Context: an optimization exercise on an open-source flow, tuned for a short achievable clock period and few clock cycles. The choices shown serve that exercise and are no tape-out recipe. No functional check of the RTL was part of this run. No activity file was given, so power comes from the tool's default toggle rates.

==> flow/design.v <==
module lc3_datapath
  (clk,
   rst,
   mem_en,
   mem_we,
   mem_addr,
   mem_wdata,
   mem_ready,
   mem_rdata
   );
  input         clk;
  input         rst;
  output        mem_en;
  output        mem_we;
  output [15:0] mem_addr;
  output [15:0] mem_wdata;
  input         mem_ready;
  input  [15:0] mem_rdata;
  localparam [2:0] K_FETCH = 3'd0,
                   K_LOAD  = 3'd1,
                   K_LDI   = 3'd2,
                   K_STI   = 3'd3,
                   K_STORE = 3'd4,
                   K_TRAP  = 3'd5,
                   K_ADDR  = 3'd6;    
  reg [15:0] r0, r1, r2, r3, r4, r5, r6, r7;
  reg        n, z, p;
  reg [15:0] pc;      
  reg [15:0] pc1;     
  reg [15:0] ir;
  reg [2:0]  kind;
  reg        en;      
  reg        we;
  reg [15:0] mar;
  reg [15:0] mdr;
  reg        ex;      
  reg [1:0]  aop;     
  reg [15:0] opa, opb;
  assign mem_en    = en;
  assign mem_we    = we;
  assign mem_addr  = mar;
  assign mem_wdata = mdr;
  function [15:0] rsel;
    input [2:0] s;
    input [15:0] a0, a1, a2, a3, a4, a5, a6, a7;
    case (s)
      3'd0: rsel = a0;
      3'd1: rsel = a1;
      3'd2: rsel = a2;
      3'd3: rsel = a3;
      3'd4: rsel = a4;
      3'd5: rsel = a5;
      3'd6: rsel = a6;
      default: rsel = a7;
    endcase
  endfunction
  function [15:0] ksadd;
    input [15:0] a, b;
    reg   [15:0] g, q, x;
    integer k, j;
    begin
      x = a ^ b;
      g = a & b;
      q = x;
      for (k = 0; k < 4; k = k + 1)
        for (j = 15; j >= (1 << k); j = j - 1)
          begin
            g[j] = g[j] | (q[j] & g[j - (1 << k)]);
            q[j] = q[j] & q[j - (1 << k)];
          end
      ksadd = x ^ {g[14:0], 1'b0};
    end
  endfunction
  wire [15:0] d     = mem_rdata;
  wire [3:0]  op    = d[15:12];
  wire        fstep = mem_ready & (kind == K_FETCH);
  wire        taken = (d[11] & n) | (d[10] & z) | (d[9] & p);
  wire [15:0] dbase = rsel(d[8:6], r0, r1, r2, r3, r4, r5, r6, r7);
  wire [15:0] djsrr = (d[8:6] == 3'd7) ? pc1 : dbase;
  wire [15:0] sum = ksadd(opa, opb);
  reg  [15:0] res;
  always @(*)
    case (aop)
      2'd0:    res = sum;
      2'd1:    res = opa & opb;
      default: res = ~opa;
    endcase
  wire        link  = fstep & ((op == 4'b1111) | (op == 4'b0100));
  wire        ldw   = mem_ready & (kind == K_LOAD);
  wire [15:0] wval  = ex ? res : (ldw ? d : pc1);
  wire [2:0]  wsel  = link ? 3'd7 : ir[11:9];
  wire        wen   = ex | ldw | link;
  always @(posedge clk or negedge rst)
    begin
      if (rst == 1'b0)
        begin
          r0 <= 16'h0; r1 <= 16'h0; r2 <= 16'h0; r3 <= 16'h0;
          r4 <= 16'h0; r5 <= 16'h0; r6 <= 16'h0; r7 <= 16'h0;
        end
      else if (wen)
        case (wsel)
          3'd0: r0 <= wval;
          3'd1: r1 <= wval;
          3'd2: r2 <= wval;
          3'd3: r3 <= wval;
          3'd4: r4 <= wval;
          3'd5: r5 <= wval;
          3'd6: r6 <= wval;
          default: r7 <= wval;
        endcase
    end
  reg         zres;
  always @(*)
    case (aop)
      2'd0:    zres = ((opa ^ opb) == {opa[14:0] | opb[14:0], 1'b0});
      2'd1:    zres = ((opa & opb) == 16'h0);
      default: zres = (opa == 16'hffff);
    endcase
  wire        zv = ex ? zres : (d == 16'h0);
  wire        nv = ex ? res[15] : d[15];
  always @(posedge clk or negedge rst)
    begin
      if (rst == 1'b0)
        begin
          n <= 1'b0; z <= 1'b0; p <= 1'b0;
        end
      else if (ex | ldw)
        begin
          n <= nv;
          z <= zv;
          p <= ~nv & ~zv;
        end
    end
  always @(posedge clk or negedge rst)
    begin
      if (rst == 1'b0)
        begin
          pc   <= 16'h0200;
          pc1  <= 16'h0201;
          ir   <= 16'h0;
          mar  <= 16'h0200;
          mdr  <= 16'h0;
          en   <= 1'b1;
          we   <= 1'b0;
          kind <= K_FETCH;
          ex   <= 1'b0;
          aop  <= 2'd0;
          opa  <= 16'h0;
          opb  <= 16'h0;
        end
      else
        begin
          ex  <= 1'b0;
          pc1 <= pc + 16'd1;
          case (kind)
            K_FETCH:
              if (mem_ready)
                begin
                  ir  <= d;
                  pc  <= pc1;
                  mdr <= rsel(d[11:9], r0, r1, r2, r3, r4, r5, r6, r7);
                  case (op)
                    4'b0000, 4'b0010, 4'b0011, 4'b1010, 4'b1011, 4'b1110:
                      begin
                        opa <= pc1;
                        opb <= {{7{d[8]}}, d[8:0]};
                      end
                    4'b0100:
                      begin
                        opa <= pc1;
                        opb <= {{5{d[10]}}, d[10:0]};
                      end
                    4'b0110, 4'b0111:
                      begin
                        opa <= dbase;
                        opb <= {{10{d[5]}}, d[5:0]};
                      end
                    default:
                      begin
                        opa <= dbase;
                        opb <= d[5] ? {{11{d[4]}}, d[4:0]} : rsel(d[2:0], r0, r1, r2, r3, r4, r5, r6, r7);
                      end
                  endcase
                  case (op)
                    4'b0101: aop <= 2'd1;
                    4'b1001: aop <= 2'd2;
                    default: aop <= 2'd0;
                  endcase
                  case (op)
                    4'b0001, 4'b0101, 4'b1001, 4'b1110:  
                      begin
                        ex  <= 1'b1;
                        mar <= pc1;
                      end
                    4'b1111:  
                      begin
                        kind <= K_TRAP;
                        mar  <= {8'h00, d[7:0]};
                      end
                    4'b1100:  
                      begin
                        mar <= dbase;
                        pc  <= dbase;
                      end
                    4'b0100:  
                      if (d[11])
                        begin
                          kind <= K_ADDR;
                          en   <= 1'b0;
                        end
                      else
                        begin
                          mar <= djsrr;
                          pc  <= djsrr;
                        end
                    4'b0000:  
                      if (taken)
                        begin
                          kind <= K_ADDR;
                          en   <= 1'b0;
                        end
                      else
                        mar <= pc1;
                    4'b0010, 4'b0011, 4'b0110, 4'b0111, 4'b1010, 4'b1011:
                      begin  
                        kind <= K_ADDR;
                        en   <= 1'b0;
                      end
                    default:  
                      mar <= pc1;
                  endcase
                end
            K_ADDR:
              begin
                en  <= 1'b1;
                mar <= sum;
                case (ir[15:12])
                  4'b0010, 4'b0110: kind <= K_LOAD;
                  4'b0011, 4'b0111: begin kind <= K_STORE; we <= 1'b1; end
                  4'b1010: kind <= K_LDI;
                  4'b1011: kind <= K_STI;
                  default: begin kind <= K_FETCH; pc <= sum; end   
                endcase
              end
            K_LDI:
              if (mem_ready)
                begin
                  kind <= K_LOAD;
                  mar  <= d;
                end
            K_STI:
              if (mem_ready)
                begin
                  kind <= K_STORE;
                  we   <= 1'b1;
                  mar  <= d;
                end
            K_TRAP:
              if (mem_ready)
                begin
                  kind <= K_FETCH;
                  mar  <= d;
                  pc   <= d;
                end
            default:  
              if (mem_ready)
                begin
                  kind <= K_FETCH;
                  we   <= 1'b0;
                  mar  <= pc;
                end
          endcase
        end
    end
endmodule
==> flow/run.sh <==
#!/bin/bash
# synth_recipe.tcl (not shown) runs the flow's synth.tcl, then flattens the netlist and writes it again
# the make line also repeats each setting of config.mk as NAME=value (left out here)
make -C /OpenROAD-flow-scripts/flow DESIGN_CONFIG=/design/flow/config.mk WORK_HOME=/design/flow/orfs CLKGATE_MAP_FILE= SYNTH_SCRIPT=/design/flow/synth_recipe.tcl finish
==> flow/config.mk <==
export PLATFORM = sky130hd
export DESIGN_NAME = lc3_datapath
export DESIGN_NICKNAME = lc3_datapath
export VERILOG_FILES = /design/flow/design.v
export SDC_FILE = /design/flow/constraint.sdc
export NUM_CORES = 4
export LEC_CHECK = 0
export CAP_MARGIN = 20
export CORE_MARGIN = 2
export CORE_UTILIZATION = 40
export PLACE_DENSITY = 0.6
export SETUP_SLACK_MARGIN = 4.5
export SLEW_MARGIN = 20
==> flow/constraint.sdc <==
create_clock -name core_clock -period 7.5 [get_ports {clk}]
set_input_delay 1.5000 -clock core_clock [delete_from_list [all_inputs] [get_ports {clk}]]
set_output_delay 1.5000 -clock core_clock [all_outputs]
set_load 0.01 [all_outputs]
==> run summary <==
==> worst max-delay path, cell delays in order <==
cell	delay, ns
buf_2	0.11
buf_12	0.18
inv_1	0.32
nand2_1	0.26
o221ai_1	0.24
o211ai_1	0.24
a221oi_2	0.46
o21ai_0	0.13
==> metrics by stage <==
stage / hold WS [ns] / util (%) / std cells / power, mW / setup WS [ns]
final: 0.473 / 48.6 / 2432 / 8.99 / 4.43
after global routing: 0.501 / 48.6 / 2431 / 9.41 / 4.38
after CTS: 0.480 / 47.5 / 2413 / 8.65 / 4.43
after detailed placement: 0.470 / 43.2 / 2332 / 6.98 / 2.66
after global placement: 0.468 / 43.2 / 2332 / 6.90 / 2.75
after floorplan: 0.439 / - / 1858 / 5.28 / 4.44
==> what timing repair did <==
action	CTS	global route
gates cloned	5	3
setup buffers	26	15
endpoints found under the setup margin	223	158
gates resized for setup	149	75
pin swaps	17	16
==> cell families after synthesis <==
group	count (synthesis)
compound gates	607
flops	242
mux	181
xor+xnor	37
fa+ha+maj	33
buf+inv	200
simple gates	558
==> final cells by class <==
cell class	count	share of cell area, %
antenna	1	0.0126
timing repair buffer	130	7.06
inverter	57	1.12
clock inverter	9	0.681
sequential	242	30.6
multi-input combinational	1420	53.1
clock buffer	41	4.13
tap	532	3.35
==> cells in the mapped netlist (40+ instances only) <==
cell and n:
a21oi_1 96, a22oi_1 41, a31oi_1 40, buf_2 42
clkbuf_1 86, dfrtp_1 237, inv_1 52, mux2_2 111
mux2i_1 51, nand2_1 223, nor2_1 134, o21ai_0 165
==> final timing paths <==
| path | startpoint | endpoint | slack (ns) |
|---|---|---|---|
| hold / removal | mdr[11]$_DFFE_PN0P_ | mdr[11]$_DFFE_PN0P_ | 0.47 |
| setup reg to reg | opa[6]$_DFFE_PN0P_ | r5[7]$_DFFE_PN0P_ | 4.57 |
| max in group asynchronous | rst | opa[1]$_DFFE_PN0P_ | 5.08 |
| min in group asynchronous | rst | opa[11]$_DFFE_PN0P_ | 0.85 |
| hold reg to reg | mdr[11]$_DFFE_PN0P_ | mdr[11]$_DFFE_PN0P_ | 0.47 |
| setup / recovery | mem_rdata[1] | opb[7]$_DFFE_PN0P_ | 4.43 |
==> power by group through the flow <==
stage	logic [mW]	clock network (mW)	registers (mW)
finish	4.74	1.46	2.79
global route	5.04	1.52	2.85
CTS	4.44	1.47	2.74
detailed placement	4.23	0	2.75
global placement	4.17	0	2.73
floorplan	2.86	0	2.42
==> per-layer routing <==
layer / GRT usage (%) / vias up / routed length, um
li1: - / 7008 / -
met1: 42.5 / 7980 / 27700
met2: 47.4 / 1082 / 29900
met3: 6.66 / 276 / 7370
met4: 18.7 / 4 / 5250
met5: 0 / - / 24
==> run summary <==
Final Max Slew Viols=0; gr usage total=31.7%; max cap viols=0; Post-Syn Area=0.0166 mm2; nets=1932; Clk pwr share=16.2%; async set or reset register ratio after synthesis=100%; clk sinks=242; Crit Path Max Fanout=44; Post-Synth Adder-Cell Area=2.54%; commonest non-fill, non-tap cell in the layout=dfrtp_1; DRC Markers=0; final hold violations=0; Overflow after GRT=0; area of the multi-input gates=0.0105 mm2; Clock Pin Slew Worst Setup and Hold Paths=0.06 ns; Die Ht=208 um; sequential-to-total area share from yosys stat=36.6%; fin area=0.0199 mm2; post-synthesis register bit count=242; Crit Path Class=primary input to register; post-synth top area share=35.8%; CTS Hold Buffers Added=0; Starting Density=40.6%; Required @ worst endpoint=7.93 ns; RSZ-0062 raised after global routing=yes; Rows=74; Setup-failing EPs final=0; Total Wirelength=70.2 mm; die width=208 um; Root Buffer=clkbuf_16; count of cell types in the netlist=91; simple-gate area share of the yosys netlist=16.0%; Arrival @ worst endpoint=3.50 ns; mux cell area share after synthesis=13.2%; setup_tns=0 ns; area delta synth->final=19.7%; routability cong.=0.986; Syn Nets=1910; Synth Flop Type=dfrtp_1; die area=0.0431 mm2; vias after detailed routing=16400; Synth Area in XOR/XNOR=1.95%; Layout Skew=0.0152 ns; Period Utilization, post-route=40.9%; DP HPWL=47.6 mm; Slew headroom=20.9%; drt first pass iters=8; Cell Pwr Density=453 mW/mm2; area fraction in compound gates after synthesis=24.8%; Synth area leaders=dfrtp_1 (36%), mux2_2 (7.5%), nand2_1 (5.0%); port buffer count=52; fin crit period=3.07 ns; fmax=326 MHz; P_leak=8.25 nW; total CTS buffers=29; layout cells sized above 1=21.6%; I/O Pins=53; sw frac=48.0%; synth warn=1; clock latency on the worst-skew pair=0.60 ns; largest net degree at the start of global routing=175; mean post-synth cell area=8.92 um2; part of the power in registers=31.1%; Post-DRT Antenna Nets=0; Register Area=0.00607 mm2; Sw Pwr=4.32 mW; Pint=4.67 mW; most frequent cells in the layout=dfrtp_1 (232), nand2_1 (209), o21ai_0 (158); initial antenna violation count=5; number of fill cells=3820; status=no timing/DRC/antenna violations; Register-to-Register Path Depth=9; Gate Count Post-Synth=1858; Peak VDD IR=243 uV; Post-synth EDFFs=0; Critical Path Start Type=primary input; area leader, netlist=dfrtp_1; core box area=0.0408 mm2; CTS tree=done; Hold Crit Depth=2; H-tree depth=1; vias per cell=6.72; Max Root-Sink Buffers=3; main combinational cell family by area after synthesis=compound AO/OA/AOI/OAI gates; combinational share of power=52.7%; Post-DP Area=0.0176 mm2; 1st-iter DRT viols=2238; min-delay worst type=register to register; Least-Margin Pin Slew=1.19 ns; WL per Instance=28.9 um; number of global-route vias before repair=15600; Worst setup EP type=register; first-pass GRT wire length=104 mm

-- static timing again, ports no longer ideal --
The flow's constraints put no driver on any port. The routed layout listed below was extracted and timed again, unchanged, in two steps.
Step 1: set_driving_cell puts a clkbuf_16 on clk and a buf_2 on each other input, an assumption about the parent block.
Step 2 moves the port delays by t, midway between the first and last clock arrival at a register: inputs arrive t later, outputs are due t later. That takes back most of the time a late clock gives input paths.
Slacks: no drivers / after step 1 / after step 2; pairs: no drivers / after step 1.
t, ns: 0.645
setup WS [ns]: 4.430 / 4.465 / 3.820
worst hold slack (ns): 0.473 / 0.473 / 0.473
worst slew at a driven data input, ns: 0.06
After both steps setup and hold are still met in this run. The setup slack of this run moves by +0.035 ns with the drivers and by -0.610 ns with both steps.
